Context: an optimization exercise on an open-source flow, tuned for small area. The choices shown serve that exercise and are no tape-out recipe.
In this exercise RTL edits were held to simulation tests only and were not proved equivalent to the original.
Power and IR drop assume default switching activity.

`flow/config.mk`:
```
export PLATFORM = sky130hd
export DESIGN_NAME = orionkeyboard
export DESIGN_NICKNAME = orionkeyboard
export VERILOG_FILES = /design/flow/design.v
export SDC_FILE = /design/flow/constraint.sdc
export NUM_CORES = 4
export LEC_CHECK = 0
export CAP_MARGIN = 20
export CORE_MARGIN = 2
export CORE_UTILIZATION = 40
export SLEW_MARGIN = 20
```
`flow/constraint.sdc`:
```
create_clock -name core_clock -period 10.0 [get_ports {clk}]
set_input_delay 2.0000 -clock core_clock [delete_from_list [all_inputs] [get_ports {clk}]]
set_output_delay 2.0000 -clock core_clock [all_outputs]
set_load 0.01 [all_outputs]
```
`flow/design.v`:
```
module ps2_keyboard (
  input            clk,
  input            reset,
  input            ps2_clk_i,
  input            ps2_data_i,
  output           rx_done,
  output reg [7:0] rx_data
);
reg        ps2_clk_s;
reg  [1:0] m;
reg  [3:0] bit_count;
reg [11:0] timer;
wire in_clk_h   = ~m[1] & ~m[0];
wire fall       =  m[1] &  m[0];
wire rise       =  m[1] & ~m[0];
wire timer_done = (timer == 12'h020);
assign rx_done = (bit_count == 4'd11);
always @(posedge clk) begin
  if (reset) begin
    ps2_clk_s <= 1'b0;
    m         <= 2'b00;
  end else begin
    ps2_clk_s <= ps2_clk_i;
    m[0]      <= m[1] ? m[0] : ~ps2_clk_s;
    m[1]      <= ~m[1] & (m[0] == ps2_clk_s);
  end
end
always @(posedge clk) begin
  if (reset || rx_done || (timer_done && in_clk_h && ps2_clk_s))
    bit_count <= 4'd0;
  else if (fall)
    bit_count <= bit_count + 4'd1;
end
always @(posedge clk) begin
  if (reset || rise)
    timer <= 12'd0;
  else
    timer <= {timer[10:0], ~(timer[11] ^ timer[10])};
end
always @(posedge clk) begin
  if (in_clk_h && ~ps2_clk_s && (bit_count != 4'd0) && (bit_count <= 4'd8))
    rx_data <= {ps2_data_i, rx_data[7:1]};
end
endmodule
`default_nettype none
module orionkeyboard
(
input				clk,
input				reset,
output              res_k,
output              turb_10,
output              turb_5,
output              turb_2,
output              rom_s,
output              cpm_s,
input				ps2_clk,
input				ps2_data,
input		[7:0]	rk_kb_scan,
output		[7:0]	rk_kb_out,
output      [1:0]   pref,
output				key_rus_lat,
output				key_us,
output				key_ss,
input				ind_rus_lat,
output		[7:0]	rk_kbo,
output              key_int
);
wire       rx_done;
wire [7:0] code;
ps2_keyboard ps2_keyboard_ins (
  .clk        (clk),
  .reset      (reset),
  .ps2_clk_i  (ps2_clk),
  .ps2_data_i (ps2_data),
  .rx_done    (rx_done),
  .rx_data    (code)
);
reg [7:0] rk_kb;
reg       shift, ctrl, caps;
reg       res_key, turbo10, turbo5, turbo2, rom, cpm;
reg       ex_code;
reg       brk;           
reg [1:0] prefix;
reg [2:0] ph;            
reg [7:0] keymatrix [0:7];
assign key_rus_lat = caps;
assign key_us      = ctrl;
assign key_ss      = shift;
assign res_k       = res_key;
assign turb_10     = turbo10;
assign turb_5      = turbo5;
assign turb_2      = turbo2;
assign rom_s       = rom;
assign cpm_s       = cpm;
assign rk_kbo      = rk_kb;
assign pref        = prefix;
wire ph4 =  ph[2] &  ph[1] & ~ph[0];
wire ph5 =  ph[2] & ~ph[1];
wire is_f0  = (code == 8'hF0);
wire is_e0  = (code == 8'hE0);
wire is_12  = (code == 8'h12);
reg  is_mod;
always @* begin
  case (code)
    8'h12, 8'h59, 8'h14, 8'h58, 8'h7e, 8'h07, 8'h78, 8'h09, 8'h01, 8'h0a: is_mod = 1'b1;
    default: is_mod = 1'b0;
  endcase
end
wire apply = ~is_e0 & (brk | ~is_f0);
wire strobe = ph5 & apply & ~is_mod;
assign key_int = ph5 & apply & (~brk | ~is_mod);
always @(posedge clk) begin
  if (reset)
    ph <= 3'b000;
  else
    ph <= {ph[1], ph[0], ~ph[2] & (ph[0] | rx_done)};
end
always @(posedge clk) begin
  if (reset) begin
    shift   <= 1'b1;
    ctrl    <= 1'b1;
    caps    <= 1'b1;
    res_key <= 1'b0;
    cpm     <= 1'b0;
    turbo10 <= 1'b0;
    turbo5  <= 1'b0;
    turbo2  <= 1'b0;
    rom     <= 1'b0;
    rk_kb   <= 8'h00;
    prefix  <= 2'b00;
  end else if (ph4 && apply) begin
    if (!(is_12 && ex_code))
      rk_kb <= code;
    prefix <= brk ? 2'd2 : {1'b0, ex_code};
    case (code)
      8'h12, 8'h59: shift   <= brk;
      8'h14:        ctrl    <= brk;
      8'h58:        caps    <= brk;
      8'h7e:        res_key <= ~brk;
      8'h07:        turbo10 <= ~brk;
      8'h78:        turbo5  <= ~brk;
      8'h09:        turbo2  <= ~brk;
      8'h01:        rom     <= ~brk;
      8'h0a:        cpm     <= ~brk;
      default: ;
    endcase
  end
end
always @(posedge clk) begin
  if (reset) begin
    ex_code <= 1'b0;
    brk     <= 1'b0;
  end else if (ph5) begin
    ex_code <= is_e0 | (ex_code & ~brk & is_f0);
    brk     <= (~brk & is_f0) | (brk & is_e0);
  end
end
assign	rk_kb_out = ~(8'h00 |   ((rk_kb_scan[0]==1'b0)? keymatrix[0]: 8'h0) |
								((rk_kb_scan[1]==1'b0)? keymatrix[7]: 8'h0) |
								((rk_kb_scan[2]==1'b0)? keymatrix[6]: 8'h0) |
								((rk_kb_scan[3]==1'b0)? keymatrix[5]: 8'h0) |
								((rk_kb_scan[4]==1'b0)? keymatrix[4]: 8'h0) |
								((rk_kb_scan[5]==1'b0)? keymatrix[3]: 8'h0) |
								((rk_kb_scan[6]==1'b0)? keymatrix[2]: 8'h0) |
								((rk_kb_scan[7]==1'b0)? keymatrix[1]: 8'h0) );
wire press_release = ~brk;
always	@(posedge	clk)
begin
	if (reset) begin
		keymatrix[0]	<= 8'h0;
		keymatrix[1]	<= 8'h0;
		keymatrix[2]	<= 8'h0;
		keymatrix[3]	<= 8'h0;
		keymatrix[4]	<= 8'h0;
		keymatrix[5]	<= 8'h0;
		keymatrix[6]	<= 8'h0;
		keymatrix[7]	<= 8'h0;
	end
	else	begin
				if (strobe) begin
					case ({ex_code, code[7:0]})
					9'h16c:	keymatrix[0][0]	<= press_release;  
					9'h171:	keymatrix[0][1]	<= press_release;  
					9'h076:	keymatrix[0][2]	<= press_release;  
					9'h005:	keymatrix[0][3]	<= press_release;  
					9'h006:	keymatrix[0][4]	<= press_release;  
					9'h004:	keymatrix[0][5]	<= press_release;  
					9'h00c:	keymatrix[0][6]	<= press_release;  
					9'h003:	keymatrix[0][7]	<= press_release;  
					9'h022:	keymatrix[1][0]	<= press_release;  
					9'h035:	keymatrix[1][1]	<= press_release;  
					9'h01a:	keymatrix[1][2]	<= press_release;  
					9'h054:	keymatrix[1][3]	<= press_release;  
					9'h05d:	keymatrix[1][4]	<= press_release;  
					9'h05b:	keymatrix[1][5]	<= press_release;  
					9'h00e:	keymatrix[1][6]	<= press_release;  
					9'h029:	keymatrix[1][7]	<= press_release;  
					9'h04d:	keymatrix[2][0]	<= press_release;  
					9'h015:	keymatrix[2][1]	<= press_release;  
					9'h02d:	keymatrix[2][2]	<= press_release;  
					9'h01b:	keymatrix[2][3]	<= press_release;  
					9'h02c:	keymatrix[2][4]	<= press_release;  
					9'h03c:	keymatrix[2][5]	<= press_release;  
					9'h02a:	keymatrix[2][6]	<= press_release;  
					9'h01d:	keymatrix[2][7]	<= press_release;  
					9'h033:	keymatrix[3][0]	<= press_release;  
					9'h043:	keymatrix[3][1]	<= press_release;  
					9'h03b:	keymatrix[3][2]	<= press_release;  
					9'h042:	keymatrix[3][3]	<= press_release;  
					9'h04b:	keymatrix[3][4]	<= press_release;  
					9'h03a:	keymatrix[3][5]	<= press_release;  
					9'h031:	keymatrix[3][6]	<= press_release;  
					9'h044:	keymatrix[3][7]	<= press_release;  
					9'h052:	keymatrix[4][0]	<= press_release;  
					9'h01c:	keymatrix[4][1]	<= press_release;  
					9'h032:	keymatrix[4][2]	<= press_release;  
					9'h021:	keymatrix[4][3]	<= press_release;  
					9'h023:	keymatrix[4][4]	<= press_release;  
					9'h024:	keymatrix[4][5]	<= press_release;  
					9'h02b:	keymatrix[4][6]	<= press_release;  
					9'h034:	keymatrix[4][7]	<= press_release;  
					9'h04c:	keymatrix[5][2]	<= press_release;  
					9'h07c:	keymatrix[5][2]	<= press_release;  
					9'h04e:	keymatrix[5][3]	<= press_release;  
					9'h079:	keymatrix[5][3]	<= press_release;  
					9'h041:	keymatrix[5][4]	<= press_release;  
					9'h055:	keymatrix[5][5]	<= press_release;  
					9'h07b:	keymatrix[5][5]	<= press_release;  
					9'h049:	keymatrix[5][6]	<= press_release;  
					9'h071:	keymatrix[5][6]	<= press_release;  
					9'h04a:	keymatrix[5][7]	<= press_release;  
					9'h14a:	keymatrix[5][7]	<= press_release;  
					9'h045:	keymatrix[6][0]	<= press_release;  
					9'h070:	keymatrix[6][0]	<= press_release;  
					9'h016:	keymatrix[6][1]	<= press_release;  
					9'h069:	keymatrix[6][1]	<= press_release;  
					9'h01e:	keymatrix[6][2]	<= press_release;  
					9'h072:	keymatrix[6][2]	<= press_release;  
					9'h026:	keymatrix[6][3]	<= press_release;  
					9'h07a:	keymatrix[6][3]	<= press_release;  
					9'h025:	keymatrix[6][4]	<= press_release;  
					9'h06b:	keymatrix[6][4]	<= press_release;  
					9'h02e:	keymatrix[6][5]	<= press_release;  
					9'h073:	keymatrix[6][5]	<= press_release;  
					9'h036:	keymatrix[6][6]	<= press_release;  
					9'h074:	keymatrix[6][6]	<= press_release;  
					9'h03d:	keymatrix[6][7]	<= press_release;  
					9'h06c:	keymatrix[6][7]	<= press_release;  
					9'h03e:	keymatrix[5][0]	<= press_release;  
					9'h075:	keymatrix[5][0]	<= press_release;  
					9'h046:	keymatrix[5][1]	<= press_release;  
					9'h07d:	keymatrix[5][1]	<= press_release;  
					9'h00d:	keymatrix[7][0]	<= press_release;  
					9'h170:	keymatrix[7][1]	<= press_release;  
					9'h05a:	keymatrix[7][2]	<= press_release;  
					9'h15a:	keymatrix[7][2]	<= press_release;  
					9'h066:	keymatrix[7][3]	<= press_release;  
					9'h16b:	keymatrix[7][4]	<= press_release;  
					9'h175:	keymatrix[7][5]	<= press_release;  
					9'h174:	keymatrix[7][6]	<= press_release;  
					9'h172:	keymatrix[7][7]	<= press_release;  
					default: ;
					endcase
				end
		end
end
endmodule
```
`flow/run.sh`:
```
#!/bin/bash
# synth_recipe.tcl (not shown) runs the flow's synth.tcl, then flattens the netlist and writes it again
# the make line also repeats each setting of config.mk as NAME=value (left out here)
make -C /OpenROAD-flow-scripts/flow DESIGN_CONFIG=/design/flow/config.mk WORK_HOME=/design/flow/orfs CLKGATE_MAP_FILE= SYNTH_SCRIPT=/design/flow/synth_recipe.tcl finish
```
==> qor.yml <==
status: "finished clean"
ant_nets: 0
dp_slack_ns: 4.03
post-route-drc-count: 0
die_h_um: 125
finalCriticalPeriod_ns: 6.02
async_reset_ff_share_pct: 0
drtIter0Drc: 396
ys_top_cells_by_count: "dfxtp_1, nand2b_1, inv_1"
fin_hold_ws_ns: 0.451
cts_buffers: 17
skew_ns: 0.00809
port_buffers: 39
n_antenna_cell: 0
root_buffer: "clkbuf_16"
seqPwrFrac_pct: 44.5
cellLeakagePower_nw: 2.62
finalNetCount: 712
fmax_mhz: 166
rsz0062_at_grt: "no"
cap_violations: 0
antenna_found_initial: 0
gr-total-overflow: 0
syn_avg_cell_area_um2: 8.65
synth_top_area_share_pct: 36.5
worst_pin_slew_ns: 0.996
place_congestion: 0.841
rows: 44
seqCellArea_um2: 2380
wl_per_cell_um: 17.4
ys_seq_area_share_pct: 40.5
clkPwrFrac_pct: 51.9
yosys-top-cells-area: "dfxtp_1, mux2i_1, nand2b_1, o22ai_1, inv_1"
grt_pass1_vias: 4681
p_per_area_nw_per_um2: 155
drive_gt1_share_pct: 8.33
critPathMaxFanout: 8
place.detailed.hpwl_um: 10400
power_frac_comb_pct: 3.6
io_pins: 41
route.vias.total: 4785
crit_required_ns: 8.00
arrival_ns: 4.02
yosysWarnings: 3
synth_edf_count: 8
synth.most_common_cell: "dfxtp_1"
postCtsHoldBufs: 0
finalCritPeriodShare_pct: 60.2
placed_cell_area_um2: 6310
swShare_pct: 21.9
n_fill_cell: 1432
yosysTopAreaCell: "dfxtp_1"
slew_headroom_pct: 33.1
ys_ff_latch: 115
synth_area_um2: 5880
syn_inst: 679
hold_class: "flip-flop to flip-flop"
cp_slowest_cell: "clkdlybuf4s50_1"
final_area_um2: 6860
track_usage_pct: 20.4
fp.coreArea_um2: 14400
worstSetupPathType: "primary input to output port"
max_stage_delay_ns: 0.72
clock-sinks: 115
setup_violations: 0
die_area_um2: 15700
die_w_um: 125
fin_cells: 892
fin_tns_setup_ns: 0
cts.clk_slew.worst_paths_ns: 0.05
routed_wl_um: 15500
post_cts_buffers: 0
place_inst: 860
internal_power_mw: 0.832
fin_util_pct: 47.5
synth_nets: 695
cpMostUsedCell: "clkdlybuf4s50_1"
worst_setup_path_start_kind: "primary input"
grt_pass1_wl_um: 24900
peakVddDrop_mv: 0.104
grt_max_degree: 94
clkLatencyLatePin_ns: 0.43
clk_path_buf_depth: 2
start_util_pct: 40.7
finalMaxSlewViolations: 0
syn2layout_area_growth_pct: 16.7
end_kind: "output port"
drt_pass1_iterations: 5
cp_cell_sequence: "clkdlybuf4s50_1, o22ai_1, nor4_1, clkdlybuf4s50_1"
via_per_inst: 5.36
total_power_mw: 1.07
switching_power_mw: 0.233
ctsResizeCount: 0
cts_tree: "done"
finalHoldViolations: 0
finalWorstSetupSlack_ns: 3.98
ys.flop_type: "dfxtp_1"
synth.distinct_cells: 60
h-tree-depth: 4
multi_input_area_um2: 3000
logic make-up (layout without fill, tap and decap cells):
kind of cell | after synthesis | after routing | synth area share (%)
multiplexers | 65 | 65 | 11.1
AND/OR/NAND/NOR | 285 | 285 | 29.0
buffers and inverters | 119 | 148 | 8.58
flip-flops | 115 | 115 | 40.5
AO/OA/AOI/OAI | 86 | 86 | 9.22
adder cells (fa/ha/maj) | 3 | 3 | 0.639
XOR/XNOR | 6 | 6 | 0.894
layer usage:
layer  vias to the layer above  global-route usage (%)  wire length (µm)
li1                       2335                       -                 -
met1                      2278                    27.1              7210
met2                       144                    31.7              7100
met3                        28                    4.49               794
met4                         0                    9.93               409
met5                         -                       0                 0
cell usage in the layout, fill, tap and decap left out, drive strengths merged, types with 3 or more instances in the layout:
cell           Yosys  routed
nand4              6       6
clkdlybuf4s50      0      38
a21oi             21      21
nand3             33      33
clkbuf            29      25
xnor2              4       4
nand3b             4       4
nor4b              5       5
inv               70      70
mux2i             65      65
o22ai             44      44
o21ai              6       6
dfxtp            107     107
and2              12      12
clkinv             0       5
nand2             67      67
a22o               3       3
buf               20       9
nand2b            72      72
nor2              29      29
a211oi             6       6
nor3               9       9
nor4              16      16
or4b               3       3
nor2b             12      12
edfxtp             8       8
ha                 3       3
sequential cells by signal (all words and copies together) (netlist names):
| register | cells |
|---|---|
| brk | 1 |
| caps | 1 |
| cpm | 1 |
| ctrl | 1 |
| ex_code | 1 |
| keymatrix | 64 |
| ph | 3 |
| prefix | 2 |
| ps2_keyboard_ins.bit_count | 4 |
| ps2_keyboard_ins.m | 2 |
| ps2_keyboard_ins.ps2_clk_s | 1 |
| ps2_keyboard_ins.rx_data | 8 |
| ps2_keyboard_ins.timer | 12 |
| res_key | 1 |
| rk_kb | 8 |
| rom | 1 |
| shift | 1 |
| turbo10 | 1 |
| turbo2 | 1 |
| turbo5 | 1 |
worst max-delay path, delay by kind of cell:
family,cells,cell delay [ns]
AO/OA/AOI/OAI,1,0.17
buffers and inverters,2,1.36
AND/OR/NAND/NOR,1,0.48
final timing paths:
check                                                            from                                   end  slack, ns  cells after the start
worst max-delay path                                    rk_kb_scan[3]                          rk_kb_out[1]       3.98                      4
worst max register to register  ps2_keyboard_ins.rx_data[1]$_DFFE_PP_          keymatrix[5][2]$_SDFFE_PP0P_       7.00                      5
worst min register to register   ps2_keyboard_ins.timer[5]$_SDFF_PP0_  ps2_keyboard_ins.timer[6]$_SDFF_PP0_       0.45                      1
worst min-delay path             ps2_keyboard_ins.timer[5]$_SDFF_PP0_  ps2_keyboard_ins.timer[6]$_SDFF_PP0_       0.45                      1
layout make-up:
type	instances	share of cell area [%]
flip-flops and latches	115	34.8
multi-input cells	445	43.8
inverters	70	3.83
clock inverters	6	0.803
repair buffers	47	6.55
well taps	184	3.36
clock buffers	25	6.94
power by group through the flow:
| stage | combinational, mW | sequential [mW] | clock (mW) |
|---|---|---|---|
| 2_1_floorplan | 0.0302 | 0.479 | 0 |
| 3_3_place_gp | 0.0369 | 0.483 | 0 |
| 3_5_place_dp | 0.0377 | 0.484 | 0 |
| 4_1_cts | 0.0378 | 0.474 | 0.564 |
| 5_1_grt | 0.0405 | 0.475 | 0.581 |
| 6_report | 0.0380 | 0.474 | 0.553 |

## what the ideal ports hide
The results above use ideal ports. As a check the final layout listed here was re-extracted and re-timed, cells and wires unchanged. Step 1 (the two cells are an assumption about what drives the block):
set clk [get_ports {clk}]
set_driving_cell -lib_cell sky130_fd_sc_hd__clkbuf_16 $clk
set_driving_cell -lib_cell sky130_fd_sc_hd__buf_2 [delete_from_list [all_inputs] $clk]
Step 2 times the ports against the registers' clock, not the clock port: input delays grow and output delays shrink by t, the midpoint of the rising clock arrivals with the driver on. Slacks: ideal ports / drivers / drivers and shift; pairs: ideal ports / drivers.
t, ns: 0.463
setup WS [ns]: 3.978 / 3.952 / 3.952
worst setup path at the end: input to output
After both steps this run still meets setup and hold. The setup slack of this run moves by -0.026 ns with the drivers and by -0.026 ns with both steps.
